What follows belongs to an exercise in optimizing a design on an open flow for small area; a production flow would make more cautious choices. Only simulation tests tie the RTL to the original design; equivalence was not proved. The clock input has no modelled driver; a real chip could not lean on it and would need a root buffer or a full tree.

== oak ==
==> flow/design.v <==
module stopwatch (
    input clk,
    input pb_rst,
    input pb_pause,
    input sw_select,
    input sw_mode,
    output [6:0] seven_seg,
    output [3:0] anode_count,
    output [1:0] Led
);
  wire rst = pb_rst;
  reg [3:0] q;
  reg [9:0] b;
  reg par;
  reg [2:0] k;
  wire slot_end = ~q[2] & ~q[1] & ~q[0];
  wire [10:0] b_inc = {1'b0, b} + {10'd0, slot_end};
  wire tick = b_inc[10];
  wire [3:0] k_inc = {1'b0, k} + {3'd0, tick};
  wire k_wrap = k_inc[3];
  always @(posedge clk) begin
    if (rst) begin
      q <= 4'b0111;
      b <= 10'd1023;
      par <= 1'b0;
      k <= 3'd3;
    end else begin
      q <= {~q[2:0], q[3] ^ (q[2] & ~q[0])};
      b <= b_inc[9:0] | {5'd0, tick, tick, 3'd0};
      par <= par ^ tick;
      k <= k_inc[2:0] | {1'b0, k_wrap, k_wrap};
    end
  end
  wire clk10 = par ^ tick;
  reg [16:0] p;
  reg pause;
  wire p_x = (p == 17'h05555);
  always @(posedge clk) begin
    if (rst | ~pb_pause) p <= 17'h155d4;
    else p <= {~p[15:0], (p[16] ^ p[13]) | p_x};
    if (rst) pause <= 1'b0;
    else if (p_x) pause <= ~pause;
  end
  reg [3:0] s1;
  reg [2:0] s10;
  reg [3:0] m1;
  reg [2:0] m10;
  wire upd = tick & ~pause & ~k[2] & (~par | sw_mode);
  wire selmin = sw_mode & sw_select;
  wire s1_9 = s1[3] & s1[0];
  wire s_max = s1_9 & s10[2] & s10[0];
  wire m1_9 = m1[3] & m1[0];
  wire m_max = m1_9 & m10[2] & m10[0];
  wire m_63 = m10[2] & m10[1] & m1[1] & m1[0];
  wire s_inc = upd & ~selmin;
  wire m_inc = upd & (selmin | s_max);
  always @(posedge clk) begin
    if (rst) begin
      s1 <= 4'd0;
      s10 <= 3'd0;
      m1 <= 4'd0;
      m10 <= 3'd0;
    end else begin
      if (s_inc) begin
        if (s1_9) begin
          s1 <= 4'd0;
          s10 <= (s10[2] & s10[0]) ? 3'd0 : s10 + 3'd1;
        end else s1 <= s1 + 4'd1;
      end
      if (m_inc) begin
        if ((m_max & s_max) | m_63) begin
          m1 <= 4'd0;
          m10 <= 3'd0;
        end else if (m1_9) begin
          m1 <= 4'd0;
          m10 <= m10 + 3'd1;
        end else m1 <= m1 + 4'd1;
      end
    end
  end
  reg [3:0] dig;
  always @(*) begin
    case (b[1:0])
      2'd3: dig = {1'b0, m10};
      2'd0: dig = m1;
      2'd1: dig = {1'b0, s10};
      default: dig = s1;
    endcase
  end
  reg [6:0] seg;
  always @(*) begin
    case (dig)
      4'd0: seg = 7'b0000001;
      4'd1: seg = 7'b1001111;
      4'd2: seg = 7'b0010010;
      4'd3: seg = 7'b0000110;
      4'd4: seg = 7'b1001100;
      4'd5: seg = 7'b0100100;
      4'd6: seg = 7'b0100000;
      4'd7: seg = 7'b0001111;
      4'd8: seg = 7'b0000000;
      4'd9: seg = 7'b0000100;
      4'd10: seg = 7'b0010010;
      4'd11: seg = 7'b0000110;
      4'd12: seg = 7'b1001100;
      4'd13: seg = 7'b0100100;
      4'd14: seg = 7'b0100000;
      default: seg = 7'b0001111;
    endcase
  end
  wire show_min = b[1] ~^ b[0];
  wire blank = clk10 & sw_mode & ~pause & ~(sw_select ^ show_min);
  assign seven_seg = seg | {7{blank}};
  assign anode_count = {b[1:0] != 2'd3, b[1:0] != 2'd0, b[1:0] != 2'd1, b[1:0] != 2'd2};
  assign Led = {pause, rst};
endmodule
clock: 10.0 ns
lec_check: 0
cap_margin: 20
core_margin: 2
core_utilization: 40
slew_margin: 20
standard.sh (not shown) runs the stock make flow with config.mk's settings and CLKGATE_MAP_FILE= SYNTH_SCRIPT=/design/flow/synth_recipe.tcl, a recipe that flattens the netlist after the stock synthesis.
==> flow/flow/run.sh <==
#!/bin/bash
# Own layout flow: the standard ORFS flow, with
#  - synthesis mapped by an area-oriented abc script (flow/abc.script) and no
#    half/full-adder extraction; everything else in synth_recipe.tcl unchanged
#  - small buffers on the ports
#  - a clock tree of FLOW_CLK_K buffers driven by the clock port (flow/pre_cts.tcl),
#    made stronger if its slew comes near the limit (flow/post_cts.tcl)
set -euo pipefail
W=$PWD
cat > $W/my_synth.tcl <<EOS
proc abc {args} {
  set i [lsearch -exact \$args -script]
  if {\$i >= 0} { set args [lreplace \$args [expr {\$i + 1}] [expr {\$i + 1}] $W/flow/abc.script] }
  yosys abc {*}\$args
}
source $W/synth_recipe.tcl
EOS
export FLOW_CLK_BUF=sky130_fd_sc_hd__clkbuf_8
export FLOW_CLK_BUF_BIG=sky130_fd_sc_hd__clkbuf_16
export FLOW_CLK_SLEW_PS=105
export FLOW_CLK_K=3
bash standard.sh SYNTH_SCRIPT=$W/my_synth.tcl ADDER_MAP_FILE= \
  "BUFFER_PORTS_ARGS=-buffer_cell sky130_fd_sc_hd__buf_1" \
  PRE_CTS_TCL=$W/flow/pre_cts.tcl POST_CTS_TCL=$W/flow/post_cts.tcl \
  finish > $W/standard.log 2>&1
==> flow/flow/post_cts.tcl <==
proc clk_pin_slew_max {} {
  set_propagated_clock [all_clocks]
  estimate_parasitics -placement
  set worst 0.0
  foreach pin [all_registers -clock_pins] {
    foreach prop {slew_max_rise slew_max_fall} {
      set s [get_property $pin $prop]
      if {$s > $worst} { set worst $s }
    }
  }
  unset_propagated_clock [all_clocks]
  return [expr {$worst * 1000.0}]
}
set w [clk_pin_slew_max]
puts "clock pin slew (placement estimate): $w ps"
if {$w > $::env(FLOW_CLK_SLEW_PS)} {
  foreach inst [get_cells clkbuf_*] {
    replace_cell $inst $::env(FLOW_CLK_BUF_BIG)
  }
  detailed_placement
  set w [clk_pin_slew_max]
  puts "clock buffers swapped for $::env(FLOW_CLK_BUF_BIG); clock pin slew (placement estimate): $w ps"
}
==> flow/flow/pre_cts.tcl <==
# Clock tree: the flip-flops are split into FLOW_CLK_K groups of nearly equal
# size by position (k-means with a capacity per group); each group gets one
# clock buffer at its centroid, and the clock port drives only those buffers.
set block [ord::get_db_block]
set dbu [$block getDbUnitsPerMicron]
set k $::env(FLOW_CLK_K)
set pins {}
foreach it [[$block findNet clk] getITerms] {
  set loc [[$it getInst] getLocation]
  lappend pins [list [$it getName] [expr {double([lindex $loc 0]) / $dbu}] [expr {double([lindex $loc 1]) / $dbu}]]
}
set pins [lsort -real -index 1 $pins]
set n [llength $pins]
set cap [expr {($n + $k - 1) / $k}]
set cents {}
for {set c 0} {$c < $k} {incr c} {
  set p [lindex $pins [expr {int(($c + 0.5) * $n / $k)}]]
  lappend cents [list [lindex $p 1] [lindex $p 2]]
}
for {set iter 0} {$iter < 30} {incr iter} {
  # all sink-centre pairs, nearest first; assign while the centre has room
  set pairs {}
  for {set i 0} {$i < $n} {incr i} {
    set p [lindex $pins $i]
    for {set c 0} {$c < $k} {incr c} {
      set cc [lindex $cents $c]
      lappend pairs [list [expr {abs([lindex $p 1] - [lindex $cc 0]) + abs([lindex $p 2] - [lindex $cc 1])}] $i $c]
    }
  }
  set pairs [lsort -real -index 0 $pairs]
  set owner [lrepeat $n -1]
  set count [lrepeat $k 0]
  foreach pr $pairs {
    lassign $pr d i c
    if {[lindex $owner $i] >= 0 || [lindex $count $c] >= $cap} { continue }
    lset owner $i $c
    lset count $c [expr {[lindex $count $c] + 1}]
  }
  set groups [lrepeat $k {}]
  for {set i 0} {$i < $n} {incr i} {
    set c [lindex $owner $i]
    lset groups $c [concat [lindex $groups $c] [list [lindex $pins $i]]]
  }
  set cents {}
  foreach g $groups {
    set sx 0.0
    set sy 0.0
    foreach p $g { set sx [expr {$sx + [lindex $p 1]}]; set sy [expr {$sy + [lindex $p 2]}] }
    set m [llength $g]
    if {$m == 0} { set m 1 }
    lappend cents [list [expr {$sx / $m}] [expr {$sy / $m}]]
  }
}
set c 0
foreach g $groups cc $cents {
  if {[llength $g] == 0} { continue }
  set loads {}
  foreach p $g { lappend loads [get_pins [lindex $p 0]] }
  puts "clock buffer $c: [llength $g] sinks at $cc"
  insert_buffer -buffer_cell $::env(FLOW_CLK_BUF) -net clk -load_pins $loads -location $cc -buffer_name clkbuf_$c -net_name clk_leaf_$c
  incr c
}
rename clock_tree_synthesis orig_clock_tree_synthesis
proc clock_tree_synthesis {args} {
  puts "clock_tree_synthesis skipped: the clock buffers were inserted by pre_cts.tcl"
}
Other scripts of this flow, unchanged in this note and not shown: flow/flow/abc.script
Here is what was changed in the inputs of pine compared with oak.
--- a/flow/flow/run.sh
+++ b/flow/flow/run.sh
@@ -18,4 +18,4 @@
-export FLOW_CLK_BUF=sky130_fd_sc_hd__clkbuf_8
-export FLOW_CLK_BUF_BIG=sky130_fd_sc_hd__clkbuf_16
-export FLOW_CLK_SLEW_PS=105
-export FLOW_CLK_K=3
+export FLOW_CLK_BUF=sky130_fd_sc_hd__buf_4
+export FLOW_CLK_BUF_UP="sky130_fd_sc_hd__buf_6 sky130_fd_sc_hd__clkbuf_8 sky130_fd_sc_hd__clkbuf_16"
+export FLOW_CLK_SLEW_PS=118
+export FLOW_CLK_K=4
--- a/flow/flow/post_cts.tcl
+++ b/flow/flow/post_cts.tcl
@@ -16 +16,2 @@
-if {$w > $::env(FLOW_CLK_SLEW_PS)} {
+foreach cell $::env(FLOW_CLK_BUF_UP) {
+  if {$w <= $::env(FLOW_CLK_SLEW_PS)} { break }
@@ -18 +19 @@
-    replace_cell $inst $::env(FLOW_CLK_BUF_BIG)
+    replace_cell $inst $cell
@@ -22 +23 @@
-  puts "clock buffers swapped for $::env(FLOW_CLK_BUF_BIG); clock pin slew (placement estimate): $w ps"
+  puts "clock buffers swapped for $cell; clock pin slew (placement estimate): $w ps"
==> notes.md <==
- STATUS final design area excluding fillers: pine wins against oak
- pine has more setup slack than oak.
- First-pass iteration count of the detailed router in pine vs oak: down 2
- Fraction of final layout cells sized beyond drive strength 1 is higher on pine
No run of this note takes its clock network from TritonCTS; it comes from the design's own scripts or RTL.

-- static timing again, ports no longer ideal --
How much do the figures lean on ideal ports? The routed layouts below were timed once more, with nothing changed but the port constraints.
Step 1, drivers: a clkbuf_16 drives clk and a buf_2 each remaining input, both assumed.
Step 2 moves the port delays by t, midway between the first and last clock arrival at a register: inputs arrive t later, outputs are due t later. That takes back most of the time a late clock gives input paths.
a / b / c = ideal ports / drivers / drivers and shift; a / b = the first two.
run	t, ns	setup slack, ns	worst setup path after step 2	worst slew at a driven data input, ns	cell pins on the clock port's net
oak	0.194	4.872 / 4.814 / 4.933	input to output	0.04	3
pine	0.172	4.878 / 4.820 / 4.936	input to output	0.04	4
After both steps every run listed still meets setup and hold.
